Source: an optimization exercise on an open RTL-to-GDS flow (aim: small area and a short achievable clock period). Production flows keep margins and buffers that such runs may drop. Where RTL was checked, it was by simulation tests only, not by an equivalence proof against the original. For run 1, only the layout was checked, not whether the RTL still works. Power is estimated from default activity; no workload was simulated.

===== flow/config.mk =====
export PLATFORM = sky130hd
export DESIGN_NAME = pipelined_regfile_2stage
export DESIGN_NICKNAME = pipelined_regfile_2stage
export VERILOG_FILES = /design/flow/design.v
export SDC_FILE = /design/flow/constraint.sdc
export NUM_CORES = 4
export LEC_CHECK = 0
export CAP_MARGIN = 20
export CORE_MARGIN = 2
export CORE_UTILIZATION = 60
export CTS_CLUSTER_DIAMETER = 60
export CTS_CLUSTER_SIZE = 20
export SETUP_SLACK_MARGIN = 3.9
export SLEW_MARGIN = 20
export SYNTH_HIERARCHICAL = 1

===== flow/constraint.sdc =====
create_clock -name core_clock -period 7.0 [get_ports {clk}]
set_input_delay 1.4000 -clock core_clock [delete_from_list [all_inputs] [get_ports {clk}]]
set_output_delay 1.4000 -clock core_clock [all_outputs]
set_load 0.01 [all_outputs]

===== flow/design.v =====
`timescale 1ns / 10ps
`timescale 1ns / 10ps
module alu (
  input  [15:0] a,       
  input  [15:0] b,       
  input  [15:0] pc,      
  input  [3:0]  op,
  input  [3:0]  imm,
  output [15:0] out,
  output [15:0] aux,
  output        cin,
  output        zero     
);
  wire [15:0] sext = {{12{imm[3]}}, imm};
  wire [15:0] addr = a + sext;
  assign zero = (a == b);
  wire        le = (a <= b);
  wire [15:0] shr = imm[3] ? 16'd0 : a >> imm[2:0];
  wire sel_a   = (op == 4'b0000) | (op == 4'b0001);
  wire sel_and = (op == 4'b0010);
  wire sel_xor = (op == 4'b0011);
  wire sel_shr = (op == 4'b0101);
  wire sel_com = (op == 4'b0110);
  wire sel_mul = (op == 4'b0111) | (op == 4'b0100);
  wire sel_lw  = (op == 4'b1000);
  wire sel_sw  = (op == 4'b1001);
  wire sel_adr = sel_lw | sel_sw;
  wire sel_pc  = (op == 4'b1101);
  wire sub     = (op == 4'b0001);
  wire [15:0] o0 = ({16{sel_a}}   & a)
                 | ({16{sel_and}} & (a & b))
                 | ({16{sel_xor}} & (a ^ b))
                 | ({16{sel_shr}} & shr)
                 | {15'd0, sel_com & le}
                 | ({16{sel_adr}} & addr)
                 | ({16{sel_pc}}  & pc);
  wire [15:0] o1 = {16{sel_a | sel_adr}} & (b ^ {16{sub}});
  mul_csa M (.a(a), .b(b), .sel(sel_mul), .o0(o0), .o1(o1), .s(out), .c(aux));
  assign cin = sub;
endmodule
module mul_csa (
  input  [15:0] a,
  input  [15:0] b,
  input         sel,
  input  [15:0] o0,
  input  [15:0] o1,
  output [15:0] s,
  output [15:0] c
);
  wire [15:0] pp0 = a[15:0] & {16{b[0]}};
  wire [14:0] pp1 = a[14:0] & {15{b[1]}};
  wire [13:0] pp2 = a[13:0] & {14{b[2]}};
  wire [12:0] pp3 = a[12:0] & {13{b[3]}};
  wire [11:0] pp4 = a[11:0] & {12{b[4]}};
  wire [10:0] pp5 = a[10:0] & {11{b[5]}};
  wire [9:0] pp6 = a[9:0] & {10{b[6]}};
  wire [8:0] pp7 = a[8:0] & {9{b[7]}};
  wire [7:0] pp8 = a[7:0] & {8{b[8]}};
  wire [6:0] pp9 = a[6:0] & {7{b[9]}};
  wire [5:0] pp10 = a[5:0] & {6{b[10]}};
  wire [4:0] pp11 = a[4:0] & {5{b[11]}};
  wire [3:0] pp12 = a[3:0] & {4{b[12]}};
  wire [2:0] pp13 = a[2:0] & {3{b[13]}};
  wire [1:0] pp14 = a[1:0] & {2{b[14]}};
  wire [0:0] pp15 = a[0:0] & {1{b[15]}};
  wire s0 = pp0[13] ^ pp1[12];
  wire c0 = pp0[13] & pp1[12];
  wire s1, c1, t1;
  xor2 X1a (.a(pp0[14]), .b(pp1[13]), .y(t1));
  xor2 X1b (.a(t1), .b(pp2[12]), .y(s1));
  maj3 M1 (.a(pp0[14]), .b(pp1[13]), .c(pp2[12]), .y(c1));
  wire s2 = pp3[11] ^ pp4[10];
  wire c2 = pp3[11] & pp4[10];
  wire s3, c3, t3;
  xor2 X3a (.a(pp0[15]), .b(pp1[14]), .y(t3));
  xor2 X3b (.a(t3), .b(pp2[13]), .y(s3));
  wire s4, c4, t4;
  xor2 X4a (.a(pp3[12]), .b(pp4[11]), .y(t4));
  xor2 X4b (.a(t4), .b(pp5[10]), .y(s4));
  wire s5 = pp6[9] ^ pp7[8];
  wire s6 = pp0[9] ^ pp1[8];
  wire c6 = pp0[9] & pp1[8];
  wire s7, c7, t7;
  xor2 X7a (.a(pp0[10]), .b(pp1[9]), .y(t7));
  xor2 X7b (.a(t7), .b(pp2[8]), .y(s7));
  maj3 M7 (.a(pp0[10]), .b(pp1[9]), .c(pp2[8]), .y(c7));
  wire s8 = pp3[7] ^ pp4[6];
  wire c8 = pp3[7] & pp4[6];
  wire s9, c9, t9;
  xor2 X9a (.a(pp0[11]), .b(pp1[10]), .y(t9));
  xor2 X9b (.a(t9), .b(pp2[9]), .y(s9));
  maj3 M9 (.a(pp0[11]), .b(pp1[10]), .c(pp2[9]), .y(c9));
  wire s10, c10, t10;
  xor2 X10a (.a(pp3[8]), .b(pp4[7]), .y(t10));
  xor2 X10b (.a(t10), .b(pp5[6]), .y(s10));
  maj3 M10 (.a(pp3[8]), .b(pp4[7]), .c(pp5[6]), .y(c10));
  wire s11 = pp6[5] ^ pp7[4];
  wire c11 = pp6[5] & pp7[4];
  wire s12, c12, t12;
  xor2 X12a (.a(pp0[12]), .b(pp1[11]), .y(t12));
  xor2 X12b (.a(t12), .b(pp2[10]), .y(s12));
  maj3 M12 (.a(pp0[12]), .b(pp1[11]), .c(pp2[10]), .y(c12));
  wire s13, c13, t13;
  xor2 X13a (.a(pp3[9]), .b(pp4[8]), .y(t13));
  xor2 X13b (.a(t13), .b(pp5[7]), .y(s13));
  maj3 M13 (.a(pp3[9]), .b(pp4[8]), .c(pp5[7]), .y(c13));
  wire s14, c14, t14;
  xor2 X14a (.a(pp6[6]), .b(pp7[5]), .y(t14));
  xor2 X14b (.a(t14), .b(pp8[4]), .y(s14));
  maj3 M14 (.a(pp6[6]), .b(pp7[5]), .c(pp8[4]), .y(c14));
  wire s15 = pp9[3] ^ pp10[2];
  wire c15 = pp9[3] & pp10[2];
  wire s16, c16, t16;
  xor2 X16a (.a(pp2[11]), .b(pp3[10]), .y(t16));
  xor2 X16b (.a(t16), .b(pp4[9]), .y(s16));
  maj3 M16 (.a(pp2[11]), .b(pp3[10]), .c(pp4[9]), .y(c16));
  wire s17, c17, t17;
  xor2 X17a (.a(pp5[8]), .b(pp6[7]), .y(t17));
  xor2 X17b (.a(t17), .b(pp7[6]), .y(s17));
  maj3 M17 (.a(pp5[8]), .b(pp6[7]), .c(pp7[6]), .y(c17));
  wire s18, c18, t18;
  xor2 X18a (.a(pp8[5]), .b(pp9[4]), .y(t18));
  xor2 X18b (.a(t18), .b(pp10[3]), .y(s18));
  maj3 M18 (.a(pp8[5]), .b(pp9[4]), .c(pp10[3]), .y(c18));
  wire s19, c19, t19;
  xor2 X19a (.a(pp11[2]), .b(pp12[1]), .y(t19));
  xor2 X19b (.a(t19), .b(pp13[0]), .y(s19));
  maj3 M19 (.a(pp11[2]), .b(pp12[1]), .c(pp13[0]), .y(c19));
  wire s20, c20, t20;
  xor2 X20a (.a(pp5[9]), .b(pp6[8]), .y(t20));
  xor2 X20b (.a(t20), .b(pp7[7]), .y(s20));
  maj3 M20 (.a(pp5[9]), .b(pp6[8]), .c(pp7[7]), .y(c20));
  wire s21, c21, t21;
  xor2 X21a (.a(pp8[6]), .b(pp9[5]), .y(t21));
  xor2 X21b (.a(t21), .b(pp10[4]), .y(s21));
  maj3 M21 (.a(pp8[6]), .b(pp9[5]), .c(pp10[4]), .y(c21));
  wire s22, c22, t22;
  xor2 X22a (.a(pp11[3]), .b(pp12[2]), .y(t22));
  xor2 X22b (.a(t22), .b(pp13[1]), .y(s22));
  maj3 M22 (.a(pp11[3]), .b(pp12[2]), .c(pp13[1]), .y(c22));
  wire s23, c23, t23;
  xor2 X23a (.a(pp14[0]), .b(c0), .y(t23));
  xor2 X23b (.a(t23), .b(s1), .y(s23));
  maj3 M23 (.a(pp14[0]), .b(c0), .c(s1), .y(c23));
  wire s24, c24, t24;
  xor2 X24a (.a(pp8[7]), .b(pp9[6]), .y(t24));
  xor2 X24b (.a(t24), .b(pp10[5]), .y(s24));
  wire s25, c25, t25;
  xor2 X25a (.a(pp11[4]), .b(pp12[3]), .y(t25));
  xor2 X25b (.a(t25), .b(pp13[2]), .y(s25));
  wire s26, c26, t26;
  xor2 X26a (.a(pp14[1]), .b(pp15[0]), .y(t26));
  xor2 X26b (.a(t26), .b(c1), .y(s26));
  wire s27, c27, t27;
  xor2 X27a (.a(c2), .b(s3), .y(t27));
  xor2 X27b (.a(t27), .b(s4), .y(s27));
  wire s28 = pp0[6] ^ pp1[5];
  wire c28 = pp0[6] & pp1[5];
  wire s29, c29, t29;
  xor2 X29a (.a(pp0[7]), .b(pp1[6]), .y(t29));
  xor2 X29b (.a(t29), .b(pp2[5]), .y(s29));
  maj3 M29 (.a(pp0[7]), .b(pp1[6]), .c(pp2[5]), .y(c29));
  wire s30 = pp3[4] ^ pp4[3];
  wire c30 = pp3[4] & pp4[3];
  wire s31, c31, t31;
  xor2 X31a (.a(pp0[8]), .b(pp1[7]), .y(t31));
  xor2 X31b (.a(t31), .b(pp2[6]), .y(s31));
  maj3 M31 (.a(pp0[8]), .b(pp1[7]), .c(pp2[6]), .y(c31));
  wire s32, c32, t32;
  xor2 X32a (.a(pp3[5]), .b(pp4[4]), .y(t32));
  xor2 X32b (.a(t32), .b(pp5[3]), .y(s32));
  maj3 M32 (.a(pp3[5]), .b(pp4[4]), .c(pp5[3]), .y(c32));
  wire s33 = pp6[2] ^ pp7[1];
  wire c33 = pp6[2] & pp7[1];
  wire s34, c34, t34;
  xor2 X34a (.a(pp2[7]), .b(pp3[6]), .y(t34));
  xor2 X34b (.a(t34), .b(pp4[5]), .y(s34));
  maj3 M34 (.a(pp2[7]), .b(pp3[6]), .c(pp4[5]), .y(c34));
  wire s35, c35, t35;
  xor2 X35a (.a(pp5[4]), .b(pp6[3]), .y(t35));
  xor2 X35b (.a(t35), .b(pp7[2]), .y(s35));
  maj3 M35 (.a(pp5[4]), .b(pp6[3]), .c(pp7[2]), .y(c35));
  wire s36, c36, t36;
  xor2 X36a (.a(pp8[1]), .b(pp9[0]), .y(t36));
  xor2 X36b (.a(t36), .b(s6), .y(s36));
  maj3 M36 (.a(pp8[1]), .b(pp9[0]), .c(s6), .y(c36));
  wire s37, c37, t37;
  xor2 X37a (.a(pp5[5]), .b(pp6[4]), .y(t37));
  xor2 X37b (.a(t37), .b(pp7[3]), .y(s37));
  maj3 M37 (.a(pp5[5]), .b(pp6[4]), .c(pp7[3]), .y(c37));
  wire s38, c38, t38;
  xor2 X38a (.a(pp8[2]), .b(pp9[1]), .y(t38));
  xor2 X38b (.a(t38), .b(pp10[0]), .y(s38));
  maj3 M38 (.a(pp8[2]), .b(pp9[1]), .c(pp10[0]), .y(c38));
  wire s39, c39, t39;
  xor2 X39a (.a(c6), .b(s7), .y(t39));
  xor2 X39b (.a(t39), .b(s8), .y(s39));
  maj3 M39 (.a(c6), .b(s7), .c(s8), .y(c39));
  wire s40, c40, t40;
  xor2 X40a (.a(pp8[3]), .b(pp9[2]), .y(t40));
  xor2 X40b (.a(t40), .b(pp10[1]), .y(s40));
  maj3 M40 (.a(pp8[3]), .b(pp9[2]), .c(pp10[1]), .y(c40));
  wire s41, c41, t41;
  xor2 X41a (.a(pp11[0]), .b(c7), .y(t41));
  xor2 X41b (.a(t41), .b(c8), .y(s41));
  maj3 M41 (.a(pp11[0]), .b(c7), .c(c8), .y(c41));
  wire s42, c42, t42;
  xor2 X42a (.a(s9), .b(s10), .y(t42));
  xor2 X42b (.a(t42), .b(s11), .y(s42));
  maj3 M42 (.a(s9), .b(s10), .c(s11), .y(c42));
  wire s43, c43, t43;
  xor2 X43a (.a(pp11[1]), .b(pp12[0]), .y(t43));
  xor2 X43b (.a(t43), .b(c9), .y(s43));
  maj3 M43 (.a(pp11[1]), .b(pp12[0]), .c(c9), .y(c43));
  wire s44, c44, t44;
  xor2 X44a (.a(c10), .b(c11), .y(t44));
  xor2 X44b (.a(t44), .b(s12), .y(s44));
  maj3 M44 (.a(c10), .b(c11), .c(s12), .y(c44));
  wire s45, c45, t45;
  xor2 X45a (.a(s13), .b(s14), .y(t45));
  xor2 X45b (.a(t45), .b(s15), .y(s45));
  maj3 M45 (.a(s13), .b(s14), .c(s15), .y(c45));
  wire s46, c46, t46;
  xor2 X46a (.a(s0), .b(c12), .y(t46));
  xor2 X46b (.a(t46), .b(c13), .y(s46));
  maj3 M46 (.a(s0), .b(c12), .c(c13), .y(c46));
  wire s47, c47, t47;
  xor2 X47a (.a(c14), .b(c15), .y(t47));
  xor2 X47b (.a(t47), .b(s16), .y(s47));
  maj3 M47 (.a(c14), .b(c15), .c(s16), .y(c47));
  wire s48, c48, t48;
  xor2 X48a (.a(s17), .b(s18), .y(t48));
  xor2 X48b (.a(t48), .b(s19), .y(s48));
  maj3 M48 (.a(s17), .b(s18), .c(s19), .y(c48));
  wire s49, c49, t49;
  xor2 X49a (.a(s2), .b(c16), .y(t49));
  xor2 X49b (.a(t49), .b(c17), .y(s49));
  maj3 M49 (.a(s2), .b(c16), .c(c17), .y(c49));
  wire s50, c50, t50;
  xor2 X50a (.a(c18), .b(c19), .y(t50));
  xor2 X50b (.a(t50), .b(s20), .y(s50));
  maj3 M50 (.a(c18), .b(c19), .c(s20), .y(c50));
  wire s51, c51, t51;
  xor2 X51a (.a(s21), .b(s22), .y(t51));
  xor2 X51b (.a(t51), .b(s23), .y(s51));
  maj3 M51 (.a(s21), .b(s22), .c(s23), .y(c51));
  wire s52, c52, t52;
  xor2 X52a (.a(s5), .b(c20), .y(t52));
  xor2 X52b (.a(t52), .b(c21), .y(s52));
  wire s53, c53, t53;
  xor2 X53a (.a(c22), .b(c23), .y(t53));
  xor2 X53b (.a(t53), .b(s24), .y(s53));
  wire s54, c54, t54;
  xor2 X54a (.a(s25), .b(s26), .y(t54));
  xor2 X54b (.a(t54), .b(s27), .y(s54));
  wire s55 = pp0[4] ^ pp1[3];
  wire c55 = pp0[4] & pp1[3];
  wire s56, c56, t56;
  xor2 X56a (.a(pp0[5]), .b(pp1[4]), .y(t56));
  xor2 X56b (.a(t56), .b(pp2[3]), .y(s56));
  maj3 M56 (.a(pp0[5]), .b(pp1[4]), .c(pp2[3]), .y(c56));
  wire s57 = pp3[2] ^ pp4[1];
  wire c57 = pp3[2] & pp4[1];
  wire s58, c58, t58;
  xor2 X58a (.a(pp2[4]), .b(pp3[3]), .y(t58));
  xor2 X58b (.a(t58), .b(pp4[2]), .y(s58));
  maj3 M58 (.a(pp2[4]), .b(pp3[3]), .c(pp4[2]), .y(c58));
  wire s59, c59, t59;
  xor2 X59a (.a(pp5[1]), .b(pp6[0]), .y(t59));
  xor2 X59b (.a(t59), .b(s28), .y(s59));
  maj3 M59 (.a(pp5[1]), .b(pp6[0]), .c(s28), .y(c59));
  wire s60, c60, t60;
  xor2 X60a (.a(pp5[2]), .b(pp6[1]), .y(t60));
  xor2 X60b (.a(t60), .b(pp7[0]), .y(s60));
  maj3 M60 (.a(pp5[2]), .b(pp6[1]), .c(pp7[0]), .y(c60));
  wire s61, c61, t61;
  xor2 X61a (.a(c28), .b(s29), .y(t61));
  xor2 X61b (.a(t61), .b(s30), .y(s61));
  maj3 M61 (.a(c28), .b(s29), .c(s30), .y(c61));
  wire s62, c62, t62;
  xor2 X62a (.a(pp8[0]), .b(c29), .y(t62));
  xor2 X62b (.a(t62), .b(c30), .y(s62));
  maj3 M62 (.a(pp8[0]), .b(c29), .c(c30), .y(c62));
  wire s63, c63, t63;
  xor2 X63a (.a(s31), .b(s32), .y(t63));
  xor2 X63b (.a(t63), .b(s33), .y(s63));
  maj3 M63 (.a(s31), .b(s32), .c(s33), .y(c63));
  wire s64, c64, t64;
  xor2 X64a (.a(c31), .b(c32), .y(t64));
  xor2 X64b (.a(t64), .b(c33), .y(s64));
  maj3 M64 (.a(c31), .b(c32), .c(c33), .y(c64));
  wire s65, c65, t65;
  xor2 X65a (.a(s34), .b(s35), .y(t65));
  xor2 X65b (.a(t65), .b(s36), .y(s65));
  maj3 M65 (.a(s34), .b(s35), .c(s36), .y(c65));
  wire s66, c66, t66;
  xor2 X66a (.a(c34), .b(c35), .y(t66));
  xor2 X66b (.a(t66), .b(c36), .y(s66));
  maj3 M66 (.a(c34), .b(c35), .c(c36), .y(c66));
  wire s67, c67, t67;
  xor2 X67a (.a(s37), .b(s38), .y(t67));
  xor2 X67b (.a(t67), .b(s39), .y(s67));
  maj3 M67 (.a(s37), .b(s38), .c(s39), .y(c67));
  wire s68, c68, t68;
  xor2 X68a (.a(c37), .b(c38), .y(t68));
  xor2 X68b (.a(t68), .b(c39), .y(s68));
  maj3 M68 (.a(c37), .b(c38), .c(c39), .y(c68));
  wire s69, c69, t69;
  xor2 X69a (.a(s40), .b(s41), .y(t69));
  xor2 X69b (.a(t69), .b(s42), .y(s69));
  maj3 M69 (.a(s40), .b(s41), .c(s42), .y(c69));
  wire s70, c70, t70;
  xor2 X70a (.a(c40), .b(c41), .y(t70));
  xor2 X70b (.a(t70), .b(c42), .y(s70));
  maj3 M70 (.a(c40), .b(c41), .c(c42), .y(c70));
  wire s71, c71, t71;
  xor2 X71a (.a(s43), .b(s44), .y(t71));
  xor2 X71b (.a(t71), .b(s45), .y(s71));
  maj3 M71 (.a(s43), .b(s44), .c(s45), .y(c71));
  wire s72, c72, t72;
  xor2 X72a (.a(c43), .b(c44), .y(t72));
  xor2 X72b (.a(t72), .b(c45), .y(s72));
  maj3 M72 (.a(c43), .b(c44), .c(c45), .y(c72));
  wire s73, c73, t73;
  xor2 X73a (.a(s46), .b(s47), .y(t73));
  xor2 X73b (.a(t73), .b(s48), .y(s73));
  maj3 M73 (.a(s46), .b(s47), .c(s48), .y(c73));
  wire s74, c74, t74;
  xor2 X74a (.a(c46), .b(c47), .y(t74));
  xor2 X74b (.a(t74), .b(c48), .y(s74));
  maj3 M74 (.a(c46), .b(c47), .c(c48), .y(c74));
  wire s75, c75, t75;
  xor2 X75a (.a(s49), .b(s50), .y(t75));
  xor2 X75b (.a(t75), .b(s51), .y(s75));
  maj3 M75 (.a(s49), .b(s50), .c(s51), .y(c75));
  wire s76, c76, t76;
  xor2 X76a (.a(c49), .b(c50), .y(t76));
  xor2 X76b (.a(t76), .b(c51), .y(s76));
  wire s77, c77, t77;
  xor2 X77a (.a(s52), .b(s53), .y(t77));
  xor2 X77b (.a(t77), .b(s54), .y(s77));
  wire s78 = pp0[3] ^ pp1[2];
  wire c78 = pp0[3] & pp1[2];
  wire s79, c79, t79;
  xor2 X79a (.a(pp2[2]), .b(pp3[1]), .y(t79));
  xor2 X79b (.a(t79), .b(pp4[0]), .y(s79));
  maj3 M79 (.a(pp2[2]), .b(pp3[1]), .c(pp4[0]), .y(c79));
  wire s80, c80, t80;
  xor2 X80a (.a(pp5[0]), .b(c55), .y(t80));
  xor2 X80b (.a(t80), .b(s56), .y(s80));
  maj3 M80 (.a(pp5[0]), .b(c55), .c(s56), .y(c80));
  wire s81, c81, t81;
  xor2 X81a (.a(c56), .b(c57), .y(t81));
  xor2 X81b (.a(t81), .b(s58), .y(s81));
  maj3 M81 (.a(c56), .b(c57), .c(s58), .y(c81));
  wire s82, c82, t82;
  xor2 X82a (.a(c58), .b(c59), .y(t82));
  xor2 X82b (.a(t82), .b(s60), .y(s82));
  maj3 M82 (.a(c58), .b(c59), .c(s60), .y(c82));
  wire s83, c83, t83;
  xor2 X83a (.a(c60), .b(c61), .y(t83));
  xor2 X83b (.a(t83), .b(s62), .y(s83));
  maj3 M83 (.a(c60), .b(c61), .c(s62), .y(c83));
  wire s84, c84, t84;
  xor2 X84a (.a(c62), .b(c63), .y(t84));
  xor2 X84b (.a(t84), .b(s64), .y(s84));
  maj3 M84 (.a(c62), .b(c63), .c(s64), .y(c84));
  wire s85, c85, t85;
  xor2 X85a (.a(c64), .b(c65), .y(t85));
  xor2 X85b (.a(t85), .b(s66), .y(s85));
  maj3 M85 (.a(c64), .b(c65), .c(s66), .y(c85));
  wire s86, c86, t86;
  xor2 X86a (.a(c66), .b(c67), .y(t86));
  xor2 X86b (.a(t86), .b(s68), .y(s86));
  maj3 M86 (.a(c66), .b(c67), .c(s68), .y(c86));
  wire s87, c87, t87;
  xor2 X87a (.a(c68), .b(c69), .y(t87));
  xor2 X87b (.a(t87), .b(s70), .y(s87));
  maj3 M87 (.a(c68), .b(c69), .c(s70), .y(c87));
  wire s88, c88, t88;
  xor2 X88a (.a(c70), .b(c71), .y(t88));
  xor2 X88b (.a(t88), .b(s72), .y(s88));
  maj3 M88 (.a(c70), .b(c71), .c(s72), .y(c88));
  wire s89, c89, t89;
  xor2 X89a (.a(c72), .b(c73), .y(t89));
  xor2 X89b (.a(t89), .b(s74), .y(s89));
  maj3 M89 (.a(c72), .b(c73), .c(s74), .y(c89));
  wire s90, c90, t90;
  xor2 X90a (.a(c74), .b(c75), .y(t90));
  xor2 X90b (.a(t90), .b(s76), .y(s90));
  wire s91 = pp0[2] ^ pp1[1];
  wire c91 = pp0[2] & pp1[1];
  wire s92, c92, t92;
  xor2 X92a (.a(pp2[1]), .b(pp3[0]), .y(t92));
  xor2 X92b (.a(t92), .b(s78), .y(s92));
  maj3 M92 (.a(pp2[1]), .b(pp3[0]), .c(s78), .y(c92));
  wire s93, c93, t93;
  xor2 X93a (.a(s55), .b(c78), .y(t93));
  xor2 X93b (.a(t93), .b(s79), .y(s93));
  maj3 M93 (.a(s55), .b(c78), .c(s79), .y(c93));
  wire s94, c94, t94;
  xor2 X94a (.a(s57), .b(c79), .y(t94));
  xor2 X94b (.a(t94), .b(s80), .y(s94));
  maj3 M94 (.a(s57), .b(c79), .c(s80), .y(c94));
  wire s95, c95, t95;
  xor2 X95a (.a(s59), .b(c80), .y(t95));
  xor2 X95b (.a(t95), .b(s81), .y(s95));
  maj3 M95 (.a(s59), .b(c80), .c(s81), .y(c95));
  wire s96, c96, t96;
  xor2 X96a (.a(s61), .b(c81), .y(t96));
  xor2 X96b (.a(t96), .b(s82), .y(s96));
  maj3 M96 (.a(s61), .b(c81), .c(s82), .y(c96));
  wire s97, c97, t97;
  xor2 X97a (.a(s63), .b(c82), .y(t97));
  xor2 X97b (.a(t97), .b(s83), .y(s97));
  maj3 M97 (.a(s63), .b(c82), .c(s83), .y(c97));
  wire s98, c98, t98;
  xor2 X98a (.a(s65), .b(c83), .y(t98));
  xor2 X98b (.a(t98), .b(s84), .y(s98));
  maj3 M98 (.a(s65), .b(c83), .c(s84), .y(c98));
  wire s99, c99, t99;
  xor2 X99a (.a(s67), .b(c84), .y(t99));
  xor2 X99b (.a(t99), .b(s85), .y(s99));
  maj3 M99 (.a(s67), .b(c84), .c(s85), .y(c99));
  wire s100, c100, t100;
  xor2 X100a (.a(s69), .b(c85), .y(t100));
  xor2 X100b (.a(t100), .b(s86), .y(s100));
  maj3 M100 (.a(s69), .b(c85), .c(s86), .y(c100));
  wire s101, c101, t101;
  xor2 X101a (.a(s71), .b(c86), .y(t101));
  xor2 X101b (.a(t101), .b(s87), .y(s101));
  maj3 M101 (.a(s71), .b(c86), .c(s87), .y(c101));
  wire s102, c102, t102;
  xor2 X102a (.a(s73), .b(c87), .y(t102));
  xor2 X102b (.a(t102), .b(s88), .y(s102));
  maj3 M102 (.a(s73), .b(c87), .c(s88), .y(c102));
  wire s103, c103, t103;
  xor2 X103a (.a(s75), .b(c88), .y(t103));
  xor2 X103b (.a(t103), .b(s89), .y(s103));
  maj3 M103 (.a(s75), .b(c88), .c(s89), .y(c103));
  wire s104, c104, t104;
  xor2 X104a (.a(s77), .b(c89), .y(t104));
  xor2 X104b (.a(t104), .b(s90), .y(s104));
  assign s = sel ? {c103, c102, c101, c100, c99, c98, c97, c96, c95, c94, c93, c92, c91, pp2[0], pp0[1], pp0[0]} : o0;
  assign c = sel ? {s104, s103, s102, s101, s100, s99, s98, s97, s96, s95, s94, s93, s92, s91, pp1[0], 1'b0} : o1;
endmodule
module xor2 (input a, input b, output y);
  assign y = a ^ b;
endmodule
module maj3 (input a, input b, input c, output y);
  assign y = (a & b) | (a & c) | (b & c);
endmodule
`timescale 1ns / 10ps
module regfile (
  input              clk,
  input              rst,
  input              wen,
  input  [15:0]      rsel1,     
  input  [15:0]      rsel2,
  input  [15:0]      inj2,      
  input  [3:0]       waddr,
  input  [15:0]      wdata,
  output [15:0]      rdata1,
  output [15:0]      rdata2
);
  reg [15:0] regdata [0:15];
  reg rst_q;
  always @(posedge clk) rst_q <= rst;
  wire [15:0] wd = rst_q ? 16'd0 : wdata;
  genvar i;
  generate
    for (i = 0; i < 16; i = i + 1) begin : r
      wire we = rst_q | (wen & (waddr == i));
      always @(posedge clk)
        if (we) regdata[i] <= (i == 1) ? (wd | {13'd0, rst_q, 1'b0, rst_q}) : wd;
    end
  endgenerate
  reg [15:0] rd1, rd2;
  integer k;
  always @(*) begin
    rd1 = 16'd0;
    rd2 = inj2;
    for (k = 0; k < 16; k = k + 1) begin
      rd1 = rd1 | ({16{rsel1[k]}} & regdata[k]);
      rd2 = rd2 | ({16{rsel2[k]}} & regdata[k]);
    end
  end
  assign rdata1 = rd1;
  assign rdata2 = rd2;
endmodule
`timescale 1ns / 1ps
`timescale 1ns / 10ps
module pipelined_regfile_2stage(clk, rst, imem_addr, imem_data, dmem_addr, dmem_wdata, dmem_we, dmem_re, dmem_rdata, wb_en, wb_addr, wb_data);
input clk;
input rst;
output [15:0] imem_addr;
input  [15:0] imem_data;
output [15:0] dmem_addr;
output [15:0] dmem_wdata;
output dmem_we;
output dmem_re;
input  [15:0] dmem_rdata;
output wb_en;
output [3:0] wb_addr;
output [15:0] wb_data;
reg  [15:0] pc;
wire [15:0] inst = imem_data;
wire [3:0]  op = inst[15:12];
wire        regdst = (op == 4'b1001) | (op == 4'b1010);
wire        jump = (op == 4'b1011) | (op == 4'b1101);
wire        jr = (op == 4'b1100);
wire [15:0] rdata1, rdata2;
wire [15:0] sel_rs = 16'd1 << inst[7:4];
wire [15:0] sel_rd = 16'd1 << inst[11:8];
wire [15:0] sel_rt = 16'd1 << inst[3:0];
wire        shl = (op == 4'b0100);
wire [15:0] sel2 = regdst ? sel_rd : shl ? 16'd0 : sel_rt;
wire [15:0] pow2 = (shl & ~inst[3]) ? (16'd1 << inst[2:0]) : 16'd0;
reg         wb_wen;
reg  [3:0]  wb_rd;
reg  [15:0] wb_val;
regfile RF0 (.clk(clk), .rst(rst), .wen(wb_wen), .rsel1(sel_rs), .rsel2(sel2), .inj2(pow2),
             .waddr(wb_rd), .wdata(wb_val), .rdata1(rdata1), .rdata2(rdata2));
reg         ex_v;
reg  [3:0]  ex_op, ex_imm, ex_rd;
reg  [15:0] ex_a, ex_b, ex_pc;
always @(posedge clk) begin
  ex_v   <= ~rst;
  ex_op  <= op;
  ex_imm <= inst[3:0];
  ex_rd  <= (op == 4'b1101) ? 4'd15 : inst[11:8];
  ex_a   <= rdata1;
  ex_b   <= rdata2;
  ex_pc  <= pc;
end
wire [15:0] ex_out, ex_aux;
wire        ex_cin, zero;
alu ALU0 (.a(ex_a), .b(ex_b), .pc(ex_pc), .op(ex_op), .imm(ex_imm),
          .out(ex_out), .aux(ex_aux), .cin(ex_cin), .zero(zero));
wire taken = ex_v & (ex_op == 4'b1010) & zero;
wire [15:0] btarget = ex_pc + {{12{ex_imm[3]}}, ex_imm};
wire [15:0] pc_next = jr ? rdata1 :
                      jump ? {pc[15:12], inst[11:0]} :
                      taken ? btarget : pc + 16'd1;
always @(posedge clk)
  pc <= rst ? 16'd0 : pc_next;
assign imem_addr = pc;
reg         mem_wen, mem_re, mem_we;
reg         mem_cin;
reg  [3:0]  mem_rd;
reg  [15:0] mem_res, mem_aux;
always @(posedge clk) begin
  mem_wen <= ~rst & ex_v & ((ex_op <= 4'b1000) | (ex_op == 4'b1101));
  mem_re  <= ~rst & ex_v & (ex_op == 4'b1000);
  mem_we  <= ~rst & ex_v & (ex_op == 4'b1001);
  mem_cin <= ex_cin;
  mem_rd  <= ex_rd;
  mem_res <= ex_out;
  mem_aux <= ex_aux;
end
assign dmem_addr  = mem_res;
assign dmem_wdata = mem_aux;
assign dmem_we    = mem_we;
assign dmem_re    = mem_re;
wire [15:0] sum = mem_res + mem_aux + {15'd0, mem_cin};
wire [15:0] mem_val = mem_re ? dmem_rdata : sum;
always @(posedge clk) begin
  wb_wen <= ~rst & mem_wen;
  wb_rd  <= mem_rd;
  wb_val <= mem_val;
end
assign wb_en   = wb_wen;
assign wb_addr = wb_rd;
assign wb_data = wb_val;
endmodule

===== flow/flow/run.sh =====
#!/bin/bash
# The standard layout (standard.sh, unchanged synthesis and steps), with
# plain buffers instead of delay cells on the ports. make's full output goes
# to standard.log here; each step's own log is under orfs/logs/.
set -euo pipefail
export BUFFER_PORTS_ARGS="-buffer_cell sky130_fd_sc_hd__buf_2"
bash standard.sh > standard.log 2>&1

===== flow/standard.sh =====
#!/bin/bash
# synth_recipe.tcl (not shown) runs the flow's synth.tcl, then flattens the netlist and writes it again
# the make line also repeats each setting of config.mk as NAME=value (left out here)
make -C /OpenROAD-flow-scripts/flow DESIGN_CONFIG=/design/flow/config.mk WORK_HOME=/design/flow/orfs CLKGATE_MAP_FILE= SYNTH_SCRIPT=/design/flow/synth_recipe.tcl "${@:-finish}"

==> impl_metrics.tcl, run 1 <==
set metrics [dict create \
    outcome "no timing/DRC/antenna violations" \
    synth_top_area_share_pct 32.7 \
    syn_area_um2 23500 \
    worstSkewPairLatency_ns 0.63 \
    crit_path_frequent_cell "buf_4" \
    dr.first_iter.drc_count 2522 \
    via_per_inst 6.92 \
    clk_pin_slew_ns 0.08 \
    dieHeight_um 202 \
    crit_path_end_kind "flop" \
    dpl.hpwl_mm 53.1 \
    ys_ff_latch 395 \
    synth-edff-count 256 \
    layout-drive-gt1-share_pct 20.0 \
    cts_tree "built" \
    synthArstFlopShare_pct 0 \
    coreArea_um2 38600 \
    synthDistinctLibCells 85 \
    skew_ns 0.0234 \
    yosysSeqAreaShare_pct 44.5 \
    port_buffers 104 \
    critical_path_required_ns 7.56 \
    grt_max_degree 37 \
    ios 105 \
    crit_path_start_kind "primary input" \
    ant_nets 0 \
    root_buffer "clkbuf_16" \
    min_path_type "flop to flop" \
    drt_wl_total_mm 81.6 \
    vias 19100 \
    crit_arrival_ns 3.59 \
    die-area_um2 40800 \
    maxCapViolations 0 \
    antenna_found_initial 2 \
    max-vdd-ir-drop_v 0.000257 \
    fin_ws_ns 3.98 \
    placed_cell_area_um2 24500 \
    max_slew_margin_pct 21.8 \
    place_ws_ns 3.20 \
    final_area_um2 25900 \
    clockBufferDepth 3 \
    hold_buffers 0 \
    drt-pass1-iter-count 9 \
    ys.flop_type "edfxtp_1" \
    synth_cells 2128 \
    worstMarginPinSlew_ns 1.17 \
    initial_core_util_pct 60.9 \
    p_per_area_nw_per_um2 312 \
    layout.nets 2349 \
    wl_per_cell_um 29.5 \
    htree_levels 1 \
    min_period_over_period_pct 43.2 \
    rsz0062_at_grt "true" \
    power_mw 8.06 \
    grt_use_total_pct 39.0 \
    hold_viol_final 0 \
    p_leak_nw 10.7 \
    critPathMaxFanout 16 \
    area_delta_synth_final_pct 9.94 \
    overflow 0 \
    min_period_ns 3.02 \
    cts_made_buffers 31 \
    grt_first_pass_wirelength_mm 118 \
    post-route-drc-count 0 \
    slew_violations 0 \
    floorplan.rows 72 \
    critPathMaxStageDelay_ns 0.45 \
    die_w_um 202 \
    avgSynthCellArea_um2 11.1 \
    crit_slowest_cell "or3b_1" \
    cts_num_sinks 395 \
    yosys.area.top_type "edfxtp_1" \
    yosysWarnings 9 \
    gp_congestion 0.978 \
    fmax_mhz 331 \
    critPathKind "primary input to flop" \
    grt_pass1_vias 18200 \
    worstPathCellList "buf_2 > xnor2_1 > nor3b_2 > buf_4 > or3b_1 > o22ai_1 > buf_4 > a22oi_1 > and4_1 > nand4_1" \
    synth_area_leaders "edfxtp_1 (33%), dfxtp_1 (12%), xor2_1 (7.8%), ha_1 (4.8%), maj3_2 (3.7%)" \
    setup-tns-final_ns 0 \
    setup_viol 0 \
]
## path summary, 6_finish.rpt
check                startpoint          end  slack [ns]  cells past startpoint
setup reg to reg        ex_b[6]  mem_aux[14]        3.98                     10
hold / removal        mem_rd[0]     wb_rd[0]        0.33                      0
setup / recovery  imem_data[12]      ex_b[3]        3.98                     10
hold reg to reg       mem_rd[0]     wb_rd[0]        0.33                      0
## Yosys stat by module (local to each module, per instance)
module | cells | area, um2 | flip-flops and latches | times used
maj3 | 1 | 11.3 | 0 | 78
xor2 | 1 | 8.76 | 0 | 182
regfile | 674 | 11200 | 257 | 1
mul_csa | 202 | 1540 | 0 | 1
alu | 413 | 2730 | 0 | 1
pipelined_regfile_2stage | 579 | 5580 | 138 | 1
## worst max-delay path, delay by kind of cell
| kind | cells | cell delay [ns] |
|---|---|---|
| and+or+nand+nor | 4 | 0.94 |
| buffers and inverters | 3 | 0.66 |
| AOI/OAI and AO/OA | 2 | 0.43 |
| xor gates and xnor gates | 1 | 0.15 |
## sequential cells by signal (all words and copies together), names as in the netlist, 16 cells and up
| register | cells |
|---|---|
| RF0.regdata | 256 |
| ex_a | 16 |
| ex_b | 16 |
| ex_pc | 16 |
| mem_aux | 16 |
| mem_res | 16 |
| pc | 16 |
| wb_val | 16 |
## placed cells by master (no fill, tap or decap), types with 21 or more instances in the layout
cell type  synthesis  layout
ha_1              90      90
and2_1           135     135
o22ai_1           30      24
buf_4              3      62
dfxtp_1          139     116
a21oi_1           81      81
a22oi_1           69      69
nand2b_1          21      21
xnor2_1           23      23
mux2i_1           21      21
xor2_1           209     208
a22o_1            81      81
nand2_1           95      94
nand3_1           26      26
a221oi_1          48      48
nor2b_1           28      26
inv_1             43      43
a21o_1            23      22
maj3_2            78      78
nor2_1            98      96
mux2_4            21      21
a221oi_2          37      37
edfxtp_1         256     256
clkbuf_16          0      31
nand4_1           45      45
o21ai_0           69      68
buf_2             37     104
## Yosys cell counts, types with 26 or more instances
library cell / n
nor2b_1: 28
clkbuf_1: 45
a22o_1: 81
o22ai_1: 30
inv_1: 43
nand4_1: 45
a22oi_1: 69
buf_2: 37
nand2_1: 95
a221oi_2: 37
and2_1: 135
a21oi_1: 81
xor2_1: 209
maj3_2: 78
a221oi_1: 48
edfxtp_1: 256
buf_6: 26
o21ai_0: 69
dfxtp_1: 139
nand3_1: 26
nor2_1: 98
ha_1: 90
## layout make-up
cell class,instances,area (um2)
tap,518,648
sequential,395,10500
clock inverter,18,235
multi-input combinational,1572,12300
antenna,3,7.51
clock buffer,39,816
timing repair buffer,176,1140
inverter,45,169
fill,2942,12800
## cells by family after synthesis
logic type,count (synthesis),share of synthesized area (%)
other cells,1,0.0159
fa+ha+maj,172,8.86
xor+xnor,232,8.64
flops,395,44.5
simple gates,533,12.3
mux,57,2.95
buf+inv,168,3.94
compound gates,570,18.8
## power breakdown
part | total, mW | switching, mW | leakage, nW | internal, mW
logic | 2.76 | 1.65 | 6.41 | 1.12
registers | 3.44 | 0.458 | 3.79 | 2.98
clock network | 1.86 | 0.947 | 0.504 | 0.909
total | 8.06 | 3.05 | 10.7 | 5.01
## per-stage QoR
stage,util [%],std cells,hold WS [ns]
2_1_floorplan,-,2135,0.310
3_3_place_gp,63.2,2683,0.310
3_5_place_dp,63.3,2685,0.313
4_1_cts,66.1,2742,0.332
5_1_grt,66.9,2765,0.334
6_report,66.9,2766,0.331
## what timing repair did
action                                 4_1_cts  5_1_grt
gates resized for setup                     27       27
buffers inserted                             0       20
endpoints found under the hold margin        0        0
pin swaps                                    0       10
setup endpoints to repair                   36       20
## routing by layer
layer | global-route usage [%] | wire length (um) | up-vias
li1 | - | - | 8290
met1 | 51.2 | 30800 | 9216
met2 | 62.9 | 37200 | 1293
met3 | 7.01 | 8900 | 349
met4 | 18.5 | 4720 | 0
met5 | 0 | 0 | -
==> inputs of run 2 (changes only) <==
--- a/flow/design.v
+++ b/flow/design.v
@@ -15,11 +15,9 @@
   wire [15:0] addr = a + sext;
   assign zero = (a == b);
-  wire        le = (a <= b);
   wire [15:0] shr = imm[3] ? 16'd0 : a >> imm[2:0];
-  wire sel_a   = (op == 4'b0000) | (op == 4'b0001);
+  wire sel_a   = (op == 4'b0000) | (op == 4'b0001) | (op == 4'b0110);
   wire sel_and = (op == 4'b0010);
   wire sel_xor = (op == 4'b0011);
   wire sel_shr = (op == 4'b0101);
-  wire sel_com = (op == 4'b0110);
   wire sel_mul = (op == 4'b0111) | (op == 4'b0100);
   wire sel_lw  = (op == 4'b1000);
@@ -27,10 +25,9 @@
   wire sel_adr = sel_lw | sel_sw;
   wire sel_pc  = (op == 4'b1101);
-  wire sub     = (op == 4'b0001);
+  wire sub     = (op == 4'b0001) | (op == 4'b0110);
   wire [15:0] o0 = ({16{sel_a}}   & a)
                  | ({16{sel_and}} & (a & b))
                  | ({16{sel_xor}} & (a ^ b))
                  | ({16{sel_shr}} & shr)
-                 | {15'd0, sel_com & le}
                  | ({16{sel_adr}} & addr)
                  | ({16{sel_pc}}  & pc);
@@ -547,5 +544,5 @@
 assign imem_addr = pc;
 reg         mem_wen, mem_re, mem_we;
-reg         mem_cin;
+reg         mem_cin, mem_com, mem_eq;
 reg  [3:0]  mem_rd;
 reg  [15:0] mem_res, mem_aux;
@@ -555,4 +552,6 @@
   mem_we  <= ~rst & ex_v & (ex_op == 4'b1001);
   mem_cin <= ex_cin;
+  mem_com <= (ex_op == 4'b0110);
+  mem_eq  <= zero;
   mem_rd  <= ex_rd;
   mem_res <= ex_out;
@@ -563,5 +562,7 @@
 assign dmem_we    = mem_we;
 assign dmem_re    = mem_re;
-wire [15:0] sum = mem_res + mem_aux + {15'd0, mem_cin};
+wire [16:0] sum17 = {1'b0, mem_res} + {1'b0, mem_aux} + {16'd0, mem_cin};
+wire        le = ~sum17[16] | mem_eq;
+wire [15:0] sum = mem_com ? {15'd0, le} : sum17[15:0];
 wire [15:0] mem_val = mem_re ? dmem_rdata : sum;
 always @(posedge clk) begin
--- a/flow/config.mk
+++ b/flow/config.mk
@@ -11,5 +11,5 @@
 export CTS_CLUSTER_DIAMETER = 60
 export CTS_CLUSTER_SIZE = 20
-export SETUP_SLACK_MARGIN = 3.9
+export SETUP_SLACK_MARGIN = 4.0
 export SLEW_MARGIN = 20
 export SYNTH_HIERARCHICAL = 1
==> run 2 against run 1 <==
Net effect:
- still clean on timing, DRC and antenna
- total power is 3.7% higher
- critical path depth is 1 higher
- global-route usage is 0.43 points higher
- count of clock-buffer cells in the layout is 2 lower
- sequential share of layout area is 0.28 points lower
- critical endpoint is now mem_aux[14]
- largest power group unchanged
==> impl_metrics.tcl, run 2 <==
set metrics [dict create \
    skew_ns 0.0668 \
    synthAdderAreaFrac_pct 8.15 \
    root_buffer "clkbuf_16" \
    grt_first_pass_wirelength_mm 117 \
    layout-drive-gt1-share_pct 24.0 \
    largest_reg_flops 256 \
    max-vdd-ir-drop_v 0.000239 \
    min_period_over_period_pct 43.1 \
    setup_viol 0 \
    final_area_um2 26200 \
    wl_per_cell_um 30.5 \
    p_per_area_nw_per_um2 320 \
    critPathMaxStageDelay_ns 0.36 \
    worstSkewPairLatency_ns 0.65 \
    yosysWarnings 9 \
    p_sw_mw 3.12 \
    initial_core_util_pct 60.5 \
    crit_path_start_kind "flop" \
    pwr-share-seq_pct 41.1 \
    htree_levels 1 \
    drt_wl_total_mm 83.2 \
    synth_cells 2036 \
    floorplan.rows 72 \
    synth_top_family_by_area "compound AO/OA/AOI/OAI gates" \
    synth_top_area_share_pct 33.0 \
    vias 18800 \
    hold_buffers 0 \
    syn_area_um2 23300 \
    outcome "no timing/DRC/antenna violations" \
    combinationalPowerShare_pct 36.4 \
    drt-pass1-iter-count 8 \
    crit_path_frequent_cell "xor2_1" \
    setup-tns-final_ns 0 \
    min_period_ns 3.01 \
    synthDistinctLibCells 89 \
    worstSetupPathDepth 11 \
    reg2regPathDepth 11 \
    min_path_type "flop to flop" \
    coreArea_um2 38500 \
    synthSimpleGateAreaFrac_pct 12.0 \
    cts_num_sinks 397 \
    gp_congestion 0.962 \
    layout.nets 2288 \
    p_leak_nw 10.7 \
    dieHeight_um 201 \
    critPathKind "flop to flop" \
    worstMarginPinSlew_ns 1.19 \
    synth_xor_area_share_pct 9.19 \
    ant_nets 0 \
    layout_common_cells "edfxtp_1 (256), xor2_1 (192), and2_1 (128), dfxtp_1 (116), buf_2 (104)" \
    worstPathCellList "buf_12 > and2_1 > xor2_1 > xor2_1 > buf_4 > maj3_2 > maj3_2 > maj3_2 > xor2_1 > xor2_1 > mux2_4" \
    fmax_mhz 332 \
    clk_pin_slew_ns 0.08 \
    final_common_cell "edfxtp_1" \
    die_w_um 201 \
    max_slew_margin_pct 20.4 \
    place_ws_ns 2.97 \
    area_delta_synth_final_pct 12.4 \
    ys_ff_latch 397 \
    hold_depth 0 \
    ios 105 \
    internal_power_mw 5.24 \
    crit_slowest_cell "maj3_2" \
    crit_path_end_kind "flop" \
    critPathMaxFanout 8 \
    dpl.hpwl_mm 53.2 \
    grt_pass1_vias 17800 \
    avgSynthCellArea_um2 11.4 \
    clkPwrFrac_pct 22.5 \
    yosysSeqAreaShare_pct 45.2 \
    antenna_found_initial 6 \
    hold_viol_final 0 \
    dr.first_iter.drc_count 2173 \
    regMostFlops "RF0.regdata" \
    via_per_inst 6.90 \
    synth-edff-count 256 \
    grt_max_degree 37 \
    crit_arrival_ns 3.50 \
    path_buf_inv 2 \
    port_buffers 104 \
    sw_frac_of_total_pct 37.3 \
    power_mw 8.36 \
    yosysMostFrequentCell "edfxtp_1" \
    critical_path_required_ns 7.49 \
    finalCoreUtilization_pct 68.0 \
    fin_ws_ns 3.99 \
    ys.flop_type "edfxtp_1" \
    overflow 0 \
    cts_tree "built" \
    maxCapViolations 0 \
    post-route-drc-count 0 \
    cts_made_buffers 30 \
    netlist_top_cells_count "edfxtp_1 (256), xor2_1 (200), dfxtp_1 (141)" \
    rsz0062_at_grt "true" \
    synth_compound_area_share_pct 18.3 \
    muxShareOfSynthArea_pct 3.36 \
    grt_use_total_pct 39.4 \
    synthArstFlopShare_pct 0 \
    yosys.area.top_type "edfxtp_1" \
    path_delay_family "adder cells" \
    slew_violations 0 \
    placed_cell_area_um2 24200 \
    die-area_um2 40400 \
    synth_area_leaders "edfxtp_1 (33%), dfxtp_1 (12%), xor2_1 (7.5%), ha_1 (4.0%), maj3_2 (3.8%)" \
    clockBufferDepth 3 \
]
run 2: per-module statistics from Yosys (local to each module, per instance):
module	area (um2)	cells inside	times used	flip-flops and latches
maj3	11.3	1	78	0
xor2	8.76	1	182	0
mul_csa	1540	202	1	0
regfile	11200	674	1	257
alu	2390	316	1	0
pipelined_regfile_2stage	5670	584	1	140
run 2: kinds of logic after synthesis:
logic type,count (synthesis)
AOI/OAI and AO/OA,524
and+or+nand+nor,505
DFF,397
xor gates and xnor gates,244
adders and majority gates,157
buffers and inverters,152
muxes,56
other,1
run 2: repair_timing:
action / in CTS / in global routing
pin swaps: 6 / 42
setup buffers: 8 / 53
resized for setup: 43 / 56
gates cloned: 0 / 2
hold endpoints to repair: 0 / 0
setup endpoints to repair: 43 / 31
run 2: path summary, 6_finish.rpt:
path                                start           to  slack [ns]
worst max-delay path              ex_b[4]  mem_aux[14]        3.99
worst min-delay path            mem_rd[2]     wb_rd[2]        0.33
worst max register to register    ex_b[4]  mem_aux[14]        3.99
worst min register to register  mem_rd[2]     wb_rd[2]        0.33
run 2: power by group through the flow:
stage               combinational, mW  clock [mW]  sequential [mW]
floorplan                        1.92           0             3.30
global placement                 2.63           0             3.49
detailed placement               2.67           0             3.48
CTS                              2.74        1.88             3.44
global route                     3.26        1.96             3.46
finish                           3.04        1.88             3.44
run 2: routing by layer:
layer | global-route usage, % | share of wire [%] | up-vias
li1 | - | - | 8104
met1 | 51.4 | 38 | 9085
met2 | 61.9 | 44 | 1279
met3 | 8.10 | 11 | 333
met4 | 21.7 | 6.5 | 0
met5 | 0 | 0 | -
run 2: area by class of cell:
class | count | area (um2)
Clock buffer | 37 | 777
Timing Repair Buffer | 218 | 1500
Tap cell | 518 | 648
Multi-Input combinational cell | 1495 | 12200
Fill cell | 2949 | 12300
Sequential cell | 397 | 10600
Antenna cell | 8 | 20.0
Inverter | 33 | 124
Clock inverter | 19 | 290
run 2: per-stage QoR:
step,hold WS [ns],instances
2_1_floorplan,0.310,2043
3_3_place_gp,0.311,2598
3_5_place_dp,0.312,2598
4_1_cts,0.330,2662
5_1_grt,0.338,2721
6_report,0.329,2725
==> inputs of run 3 (changes only) <==
--- a/flow/config.mk
+++ b/flow/config.mk
@@ -11,5 +11,6 @@
 export CTS_CLUSTER_DIAMETER = 60
 export CTS_CLUSTER_SIZE = 20
-export SETUP_SLACK_MARGIN = 4.0
+export PLACE_DENSITY = 0.8
+export SETUP_SLACK_MARGIN = 3.9
 export SLEW_MARGIN = 20
 export SYNTH_HIERARCHICAL = 1
==> run 3 against run 2 <==
Net effect:
- core utilization shrank 2.2 points
- via count shrank 1.2%
- register-to-register slack lost 0.06 ns
- die area is the same
==> impl_metrics.tcl, run 3 <==
set metrics [dict create \
    min_period_over_period_pct 44.2 \
    via_per_inst 7.01 \
    drt_wl_total_mm 77.6 \
    crit_arrival_ns 3.59 \
    largest_reg_flops 256 \
    vias 18600 \
    max-vdd-ir-drop_v 0.000329 \
    drt-pass1-iter-count 7 \
    floorplan.rows 72 \
    ant_nets 0 \
    synth_xor_area_share_pct 9.19 \
    final_common_cell "edfxtp_1" \
    place_ws_ns 3.33 \
    yosysMostFrequentCell "edfxtp_1" \
    worstMarginPinSlew_ns 1.19 \
    yosysSeqAreaShare_pct 45.2 \
    yosysWarnings 9 \
    crit_path_start_kind "primary input" \
    synthDistinctLibCells 89 \
    grt_first_pass_wirelength_mm 114 \
    dpl.hpwl_mm 50.5 \
    synth_top_family_by_area "compound AO/OA/AOI/OAI gates" \
    rsz0062_at_grt "true" \
    p_per_area_nw_per_um2 317 \
    critical_path_required_ns 7.50 \
    crit_path_end_kind "flop" \
    post-route-drc-count 0 \
    critPathMaxStageDelay_ns 0.45 \
    maxCapViolations 0 \
    setup_viol 0 \
    grt_pass1_vias 18100 \
    dr.first_iter.drc_count 2201 \
    ios 105 \
    outcome "no timing/DRC/antenna violations" \
    clk_pin_slew_ns 0.08 \
    min_path_type "flop to flop" \
    cts_made_buffers 29 \
    coreArea_um2 38500 \
    max_slew_margin_pct 20.7 \
    cts_num_sinks 397 \
    synth_compound_area_share_pct 18.3 \
    critPathMaxFanout 16 \
    ys_ff_latch 397 \
    area_delta_synth_final_pct 8.77 \
    dieHeight_um 201 \
    layout_common_cells "edfxtp_1 (256), xor2_1 (200), and2_1 (132), dfxtp_1 (117), buf_2 (104)" \
    min_period_ns 3.09 \
    skew_ns 0.0255 \
    synth_cells 2036 \
    clockBufferDepth 3 \
    htree_levels 1 \
    ys.flop_type "edfxtp_1" \
    synth_top_area_share_pct 33.0 \
    critPathKind "primary input to flop" \
    cts_tree "built" \
    layout.nets 2224 \
    port_buffers 104 \
    gp_congestion 0.970 \
    grt_max_degree 37 \
    yosys.area.top_type "edfxtp_1" \
    synthArstFlopShare_pct 0 \
    layout-drive-gt1-share_pct 20.3 \
    netlist_top_cells_count "edfxtp_1 (256), xor2_1 (200), dfxtp_1 (141)" \
    fmax_mhz 323 \
    wl_per_cell_um 29.3 \
    n_antenna_cell 0 \
    root_buffer "clkbuf_16" \
    synth_area_leaders "edfxtp_1 (33%), dfxtp_1 (12%), xor2_1 (7.5%), ha_1 (4.0%), maj3_2 (3.8%)" \
    path_buf_inv 2 \
    fin_ws_ns 3.91 \
    worstSkewPairLatency_ns 0.62 \
    multi_input_area_um2 12000 \
    grt_use_total_pct 37.8 \
    setup-tns-final_ns 0 \
    crit_slowest_cell "or3b_4" \
    die-area_um2 40400 \
    overflow 0 \
    muxShareOfSynthArea_pct 3.36 \
    fill_cells 2892 \
    slew_violations 0 \
    path_delay_family "simple AND/OR/NAND/NOR gates" \
    synth-edff-count 256 \
    synthAdderAreaFrac_pct 8.15 \
    regArea_um2 10600 \
    hold_buffers 0 \
    initial_core_util_pct 60.5 \
    die_w_um 201 \
    synthSimpleGateAreaFrac_pct 12.0 \
    syn_area_um2 23300 \
    antenna_found_initial 1 \
    p_leak_nw 10.3 \
    hold_viol_final 0 \
    worstPathCellList "buf_2 > xnor2_1 > nor3b_2 > or3b_4 > o22ai_1 > buf_4 > a22oi_1 > and4_1 > nand4_1" \
    avgSynthCellArea_um2 11.4 \
    regMostFlops "RF0.regdata" \
]
## run 3: cell counts after synthesis
Identical to the previous run, type by type.
## run 3: layout make-up
cell class	count	share of cell area [%]
Clock inverter	18	0.979
Timing Repair Buffer	156	3.61
Tap cell	518	2.56
Sequential cell	397	41.8
Clock buffer	36	2.97
Multi-Input combinational cell	1494	47.6
Inverter	33	0.489
## run 3: report_power, final
part / switching [mW] / internal (mW)
Combinational: 1.58 / 1.14
Clock: 0.899 / 0.912
Sequential: 0.486 / 3.00
## run 3: per-layer routing
metal | GRT usage, % | up-vias | wire (um)
li1 | - | 7980 | -
met1 | 47.7 | 8884 | 28200
met2 | 59.3 | 1292 | 34400
met3 | 7.92 | 422 | 8550
met4 | 24.4 | 0 | 6530
met5 | 0.357 | - | 0
## run 3: what timing repair did
action / in CTS / in global routing
endpoints found under the setup margin: 18 / 24
resized for setup: 22 / 29
pin swaps: 0 / 5
buffers inserted: 0 / 5
## run 3: cell families (layout without fill, tap and decap cells)
family	Yosys count	after routing
multiplexers	56	56
AND/OR/NAND/NOR	505	505
flip-flops	397	397
buffers and inverters	152	243
XOR/XNOR	244	244
adder cells (fa/ha/maj)	157	157
other	1	8
AO/OA/AOI/OAI	524	524
## run 3: path summary, 6_finish.rpt
check / from / endpoint / slack, ns / cells after the start
setup / recovery: imem_data[12] / ex_b[2] / 3.91 / 9
setup reg to reg: ex_a[0] / mem_res[10] / 3.93 / 10
hold reg to reg: ex_rd[1] / mem_rd[1] / 0.32 / 0
hold / removal: ex_rd[1] / mem_rd[1] / 0.32 / 0
## run 3: through the flow
step / hold slack (ns) / util [%] / total power, mW / area (um2) / instances
after floorplan: 0.310 / - / 5.22 / 23300 / 2043
after global placement: 0.310 / 62.7 / 6.04 / 24100 / 2592
after detailed placement: 0.312 / 62.7 / 6.10 / 24100 / 2592
after CTS: 0.325 / 65.4 / 7.90 / 25200 / 2646
after global routing: 0.338 / 65.8 / 8.34 / 25300 / 2652
final: 0.319 / 65.8 / 8.02 / 25300 / 2652
## run 3: per-module statistics from Yosys (local to each module, per instance)
module                    times used  flops+latches  cell area (um2)  cells
xor2                             182              0             8.76      1
regfile                            1            257            11200    674
alu                                1              0             2390    316
mul_csa                            1              0             1540    202
maj3                              78              0             11.3      1
pipelined_regfile_2stage           1            140             5670    584
==> inputs of run 4 (changes only) <==
--- a/flow/config.mk
+++ b/flow/config.mk
@@ -9,7 +9,6 @@
 export CORE_MARGIN = 2
 export CORE_UTILIZATION = 60
-export CTS_CLUSTER_DIAMETER = 60
-export CTS_CLUSTER_SIZE = 20
-export PLACE_DENSITY = 0.8
+export CTS_CLUSTER_DIAMETER = 70
+export CTS_CLUSTER_SIZE = 26
 export SETUP_SLACK_MARGIN = 3.9
 export SLEW_MARGIN = 20
==> run 4 against run 3 <==
Net effect:
- still clean on timing, DRC and antenna
- first-iteration DRC count rose by 2.5%
- worst hold slack gained 0.016 ns
- clock power is essentially flat
- critical path depth is 1 lower
- fmax up 1.6%
- flip-flop and latch count unchanged
- sequential share of layout area decreased by 0.29 points
- global-route usage is 1.7 points higher
- wire length grew 4.5%
- critical path type is now flop to flop
- critical endpoint is now pc[4]
==> impl_metrics.tcl, run 4 <==
set metrics [dict create \
    fill_cells 3004 \
    synth_area_leaders "edfxtp_1 (33%), dfxtp_1 (12%), xor2_1 (7.5%), ha_1 (4.0%), maj3_2 (3.8%)" \
    worstPathCellList "ha_1 > nor4_1 > and4_1 > nand2_1 > or3_4 > a211oi_1 > o21ai_0 > a311oi_1" \
    dpl.hpwl_mm 53.0 \
    syn_area_um2 23300 \
    clockBufferDepth 3 \
    largest_reg_flops 256 \
    area_delta_synth_final_pct 9.55 \
    critical_path_required_ns 7.51 \
    hold_viol_final 0 \
    power_mw 8.03 \
    outcome "no timing/DRC/antenna violations" \
    setup-tns-final_ns 0 \
    ant_nets 0 \
    yosysMostFrequentCell "edfxtp_1" \
    fmax_mhz 329 \
    vias 18700 \
    yosys.area.top_type "edfxtp_1" \
    multi_input_area_um2 12000 \
    netlist_top_cells_count "edfxtp_1 (256), xor2_1 (200), dfxtp_1 (141)" \
    post-route-drc-count 0 \
    regArea_um2 10600 \
    root_buffer "clkbuf_16" \
    port_buffers 104 \
    antenna_found_initial 1 \
    layout.nets 2243 \
    synthArstFlopShare_pct 0 \
    grt_max_degree 35 \
    synth_cells 2036 \
    hold_slack_ns 0.335 \
    crit_arrival_ns 3.55 \
    fin_ws_ns 3.96 \
    grt_pass1_vias 18200 \
    clk_pin_slew_ns 0.09 \
    dieHeight_um 201 \
    crit_path_end_kind "flop" \
    n_antenna_cell 0 \
    drt_wl_total_mm 81.1 \
    die_w_um 201 \
    cts_made_buffers 28 \
    wl_per_cell_um 30.4 \
    ios 105 \
    synth-edff-count 256 \
    path_delay_family "simple AND/OR/NAND/NOR gates" \
    place_ws_ns 3.28 \
    yosysWarnings 9 \
    cts_num_sinks 397 \
    drt-pass1-iter-count 8 \
    rsz0062_at_grt "false" \
    initial_core_util_pct 60.5 \
    p_per_area_nw_per_um2 315 \
    maxCapViolations 0 \
    via_per_inst 7.01 \
    slew_violations 0 \
    die-area_um2 40400 \
    gp_congestion 0.955 \
    layout_common_cells "edfxtp_1 (256), xor2_1 (198), and2_1 (132), dfxtp_1 (119), buf_2 (104)" \
    path_buf_inv 0 \
    worstMarginPinSlew_ns 1.15 \
    worstSkewPairLatency_ns 0.64 \
    layout-drive-gt1-share_pct 21.3 \
    critPathKind "flop to flop" \
    grt_use_total_pct 39.6 \
    max-vdd-ir-drop_v 0.000310 \
    synth_top_area_share_pct 33.0 \
    dr.first_iter.drc_count 2257 \
    grt_first_pass_wirelength_mm 118 \
    ys.flop_type "edfxtp_1" \
    skew_ns 0.0477 \
    avgSynthCellArea_um2 11.4 \
    min_period_over_period_pct 43.5 \
    crit_slowest_cell "dfxtp_2" \
    coreArea_um2 38500 \
    yosysSeqAreaShare_pct 45.2 \
    crit_path_start_kind "flop" \
    critPathMaxFanout 17 \
    floorplan.rows 72 \
    htree_levels 1 \
    hold_buffers 0 \
    overflow 0 \
    max_slew_margin_pct 23.3 \
    critPathMaxStageDelay_ns 0.55 \
    min_period_ns 3.04 \
    setup_viol 0 \
    regMostFlops "RF0.regdata" \
    synthDistinctLibCells 89 \
    min_path_type "flop to flop" \
    final_common_cell "edfxtp_1" \
    ys_ff_latch 397 \
    p_leak_nw 10.4 \
    cts_tree "built" \
]
## run 4: timing repair
item | in CTS | in global routing
endpoints found under the hold margin | 0 | 0
buffers inserted | 1 | 19
endpoints found under the setup margin | 26 | 20
resized for setup | 29 | 27
pin swaps | 2 | 6
## run 4: worst register-to-register path, cell delays in order (launching register included)
cell and delay (ns):
dfxtp_2 0.55, ha_1 0.32, nor4_1 0.42, and4_1 0.36
nand2_1 0.09, or3_4 0.44, a211oi_1 0.23, o21ai_0 0.15
a311oi_1 0.36
## run 4: where the power goes
group / internal [mW] / switching, mW
Combinational: 1.17 / 1.60
Sequential: 3.00 / 0.460
Clock: 0.822 / 0.979
Total: 4.99 / 3.04
## run 4: cell families after synthesis
family          after synthesis  share of synthesized area [%]
xor+xnor                    244                           9.19
mux                          56                           3.36
flops                       397                           45.2
compound gates              524                           18.3
simple gates                505                           12.0
fa+ha+maj                   157                           8.15
buf+inv                     152                           3.76
other cells                   1                         0.0161
## run 4: path summary, 6_finish.rpt
check / start / end / slack [ns] / depth (start not counted)
hold reg to reg: mem_rd[0] / wb_rd[0] / 0.34 / 0
setup reg to reg: ex_b[9] / pc[4] / 3.96 / 8
hold / removal: mem_rd[0] / wb_rd[0] / 0.34 / 0
setup / recovery: ex_b[9] / pc[4] / 3.96 / 8
## run 4: cell type report
type,instances,area share [%]
Clock buffer,31,2.83
Clock inverter,20,1.10
Multi-Input combinational cell,1494,47.2
Timing Repair Buffer,176,4.29
Sequential cell,397,41.5
Tap cell,518,2.54
Inverter,33,0.486
## run 4: stage by stage
stage	std cells	util, %	instance area (um2)
6_report	2669	66.3	25500
5_1_grt	2669	66.3	25500
4_1_cts	2650	65.6	25200
3_5_place_dp	2598	62.8	24200
3_3_place_gp	2598	62.8	24200
2_1_floorplan	2043	-	23300
## run 4: layer usage
layer / share of wire (%) / track usage, % / vias to the layer above
li1: - / - / 8021
met1: 37 / 49.9 / 9105
met2: 46 / 63.4 / 1215
met3: 10 / 8.46 / 373
met4: 7.1 / 22.6 / 2
met5: 0.0099 / 0 / -
## run 4: modules after synthesis, one instance, submodules excluded
module	cell area [um2]	cells	flops+latches	copies in the design
regfile	11200	674	257	1
pipelined_regfile_2stage	5670	584	140	1
alu	2390	316	0	1
mul_csa	1540	202	0	1
maj3	11.3	1	0	78
xor2	8.76	1	0	182
==> inputs of run 5 (changes only) <==
--- a/flow/config.mk
+++ b/flow/config.mk
@@ -9,6 +9,6 @@
 export CORE_MARGIN = 2
 export CORE_UTILIZATION = 60
-export CTS_CLUSTER_DIAMETER = 70
-export CTS_CLUSTER_SIZE = 26
+export CTS_CLUSTER_DIAMETER = 60
+export CTS_CLUSTER_SIZE = 20
 export SETUP_SLACK_MARGIN = 3.9
 export SLEW_MARGIN = 20
==> run 5 against run 4 <==
Net effect:
- still clean on timing, DRC and antenna
- cell count hardly changed
- worst hold slack worse by 0.0012 ns
- global-route usage about the same
- fmax is 1.9% lower
- combinational power about the same
- worst setup slack got worse by 0.059 ns
- critical path depth up 1
- sequential power about the same
- clock skew shrank 0.031 ns
- core utilization fell by 0.078 points
- critical endpoint is now pc[12]
- largest cell class unchanged
==> impl_metrics.tcl, run 5 <==
set metrics [dict create \
    internal_power_mw 5.03 \
    skew_ns 0.0163 \
    maxCapViolations 0 \
    synth_top_area_share_pct 33.0 \
    worstHoldStart "ex_rd[2]" \
    ys.flop_type "edfxtp_1" \
    ys_ff_latch 397 \
    grt_busiest_layer "met2" \
    reg2regPathDepth 10 \
    clk_pin_slew_ns 0.08 \
    dr.first_iter.drc_count 2001 \
    synthArstFlopShare_pct 0 \
    netlist_top_cells_count "edfxtp_1 (256), xor2_1 (200), dfxtp_1 (141)" \
    synth_area_leaders "edfxtp_1 (33%), dfxtp_1 (12%), xor2_1 (7.5%), ha_1 (4.0%), maj3_2 (3.8%)" \
    hold_slack_ns 0.334 \
    slew_violations 0 \
    yosysWarnings 9 \
    area_delta_synth_final_pct 9.42 \
    layout-drive-gt1-share_pct 21.1 \
    grt_max_degree 35 \
    fmax_mhz 322 \
    grt_first_pass_wirelength_mm 118 \
    pwr-share-seq_pct 43.3 \
    outcome "no timing/DRC/antenna violations" \
    hold_viol_final 0 \
    yosysMostFrequentCell "edfxtp_1" \
    sw_frac_of_total_pct 37.3 \
    layout.nets 2242 \
    crit_path_start_kind "primary input" \
    wl_per_cell_um 30.3 \
    rsz0062_at_grt "true" \
    floorplan.rows 72 \
    vias 18700 \
    root_buffer "clkbuf_16" \
    overflow 0 \
    path_buf_inv 2 \
    drt_wl_total_mm 80.9 \
    p_per_area_nw_per_um2 315 \
    antenna_found_initial 1 \
    synthDistinctLibCells 89 \
    initial_core_util_pct 60.5 \
    yosys.area.top_type "edfxtp_1" \
    path_delay_family "compound AO/OA/AOI/OAI gates" \
    worstPathCellList "buf_2 > nand2b_1 > nor2_1 > buf_4 > a22o_1 > a221oi_1 > nand4_1 > a22oi_1 > o22ai_1" \
    avgSynthCellArea_um2 11.4 \
    grt_use_met1_pct 49.5 \
    cts_made_buffers 31 \
    hold_depth 0 \
    min_period_over_period_pct 44.3 \
]
==> run 5: cell counts after synthesis <==
Identical to the previous run, type by type.
==> run 5: layer usage <==
layer | routed length [um] | part of all wire, % | vias to the layer above
met5 | 0 | 0 | -
met4 | 6090 | 7.5 | 0
met3 | 8770 | 11 | 410
met2 | 36500 | 45 | 1241
met1 | 29500 | 36 | 9012
li1 | - | - | 8012
==> run 5: worst max-delay path by stage <==
stage	start	to	slack (ns)	depth (start not counted)
after floorplan	imem_data[5]	pc[14]	3.92	12
after global placement	imem_data[15]	ex_b[1]	3.29	9
after detailed placement	imem_data[15]	ex_b[1]	3.28	9
after CTS	ex_b[2]	pc[4]	3.82	8
after global routing	ex_a[2]	pc[4]	3.82	9
final	imem_data[5]	pc[12]	3.90	9
==> run 5: layout make-up <==
class,instances,area (um2),area share (%)
inverters,33,124,0.487
clock inverters,19,221,0.870
repair buffers,172,1060,4.16
multi-input cells,1494,12000,47.3
clock buffers,36,795,3.12
diodes,1,2.50,0.00983
well taps,518,648,2.55
flip-flops and latches,397,10600,41.5
==> run 5: modules after synthesis, one instance, submodules excluded <==
| module | area, um2 | flip-flops and latches | cells | times used |
|---|---|---|---|---|
| pipelined_regfile_2stage | 5670 | 140 | 584 | 1 |
| maj3 | 11.3 | 0 | 1 | 78 |
| alu | 2390 | 0 | 316 | 1 |
| regfile | 11200 | 257 | 674 | 1 |
| mul_csa | 1540 | 0 | 202 | 1 |
| xor2 | 8.76 | 0 | 1 | 182 |
==> run 5: timing repair <==
item,in CTS,in global routing
resized for setup,24,28
buffers inserted,1,15
endpoints found under the setup margin,25,31
pin swaps,2,7
==> run 5: through the flow <==
step / utilization, % / setup WS, ns / instances
6_report: 66.2 / 3.90 / 2670
5_1_grt: 66.2 / 3.82 / 2669
4_1_cts: 65.6 / 3.82 / 2654
3_5_place_dp: 62.8 / 3.28 / 2598
3_3_place_gp: 62.8 / 3.29 / 2598
2_1_floorplan: - / 3.92 / 2043
==> run 5: cell families (layout without fill, tap and decap cells) <==
logic type                 Yosys count  in the layout  share of synthesized area (%)
AOI/OAI and AO/OA                  524            524                           18.3
and+or+nand+nor                    505            505                           12.0
DFF                                397            397                           45.2
xor gates and xnor gates           244            244                           9.19
adders and majority gates          157            157                           8.15
buffers and inverters              152            260                           3.76
muxes                               56             56                           3.36
other                                1              9                         0.0161
==> run 5: power groups by stage <==
stage / clock [mW] / combinational, mW / sequential [mW]
floorplan: 0 / 1.92 / 3.30
global placement: 0 / 2.56 / 3.50
detailed placement: 0 / 2.61 / 3.50
CTS: 1.83 / 2.64 / 3.46
global route: 1.92 / 2.97 / 3.50
finish: 1.81 / 2.74 / 3.48

Setup slack of run 5, layout unchanged: 3.897 ns with ideal ports, 3.928 ns with driving cells assumed (clock clkbuf_16, inputs buf_2), 3.253 ns with port delays also shifted by the 0.675 ns mid clock arrival.
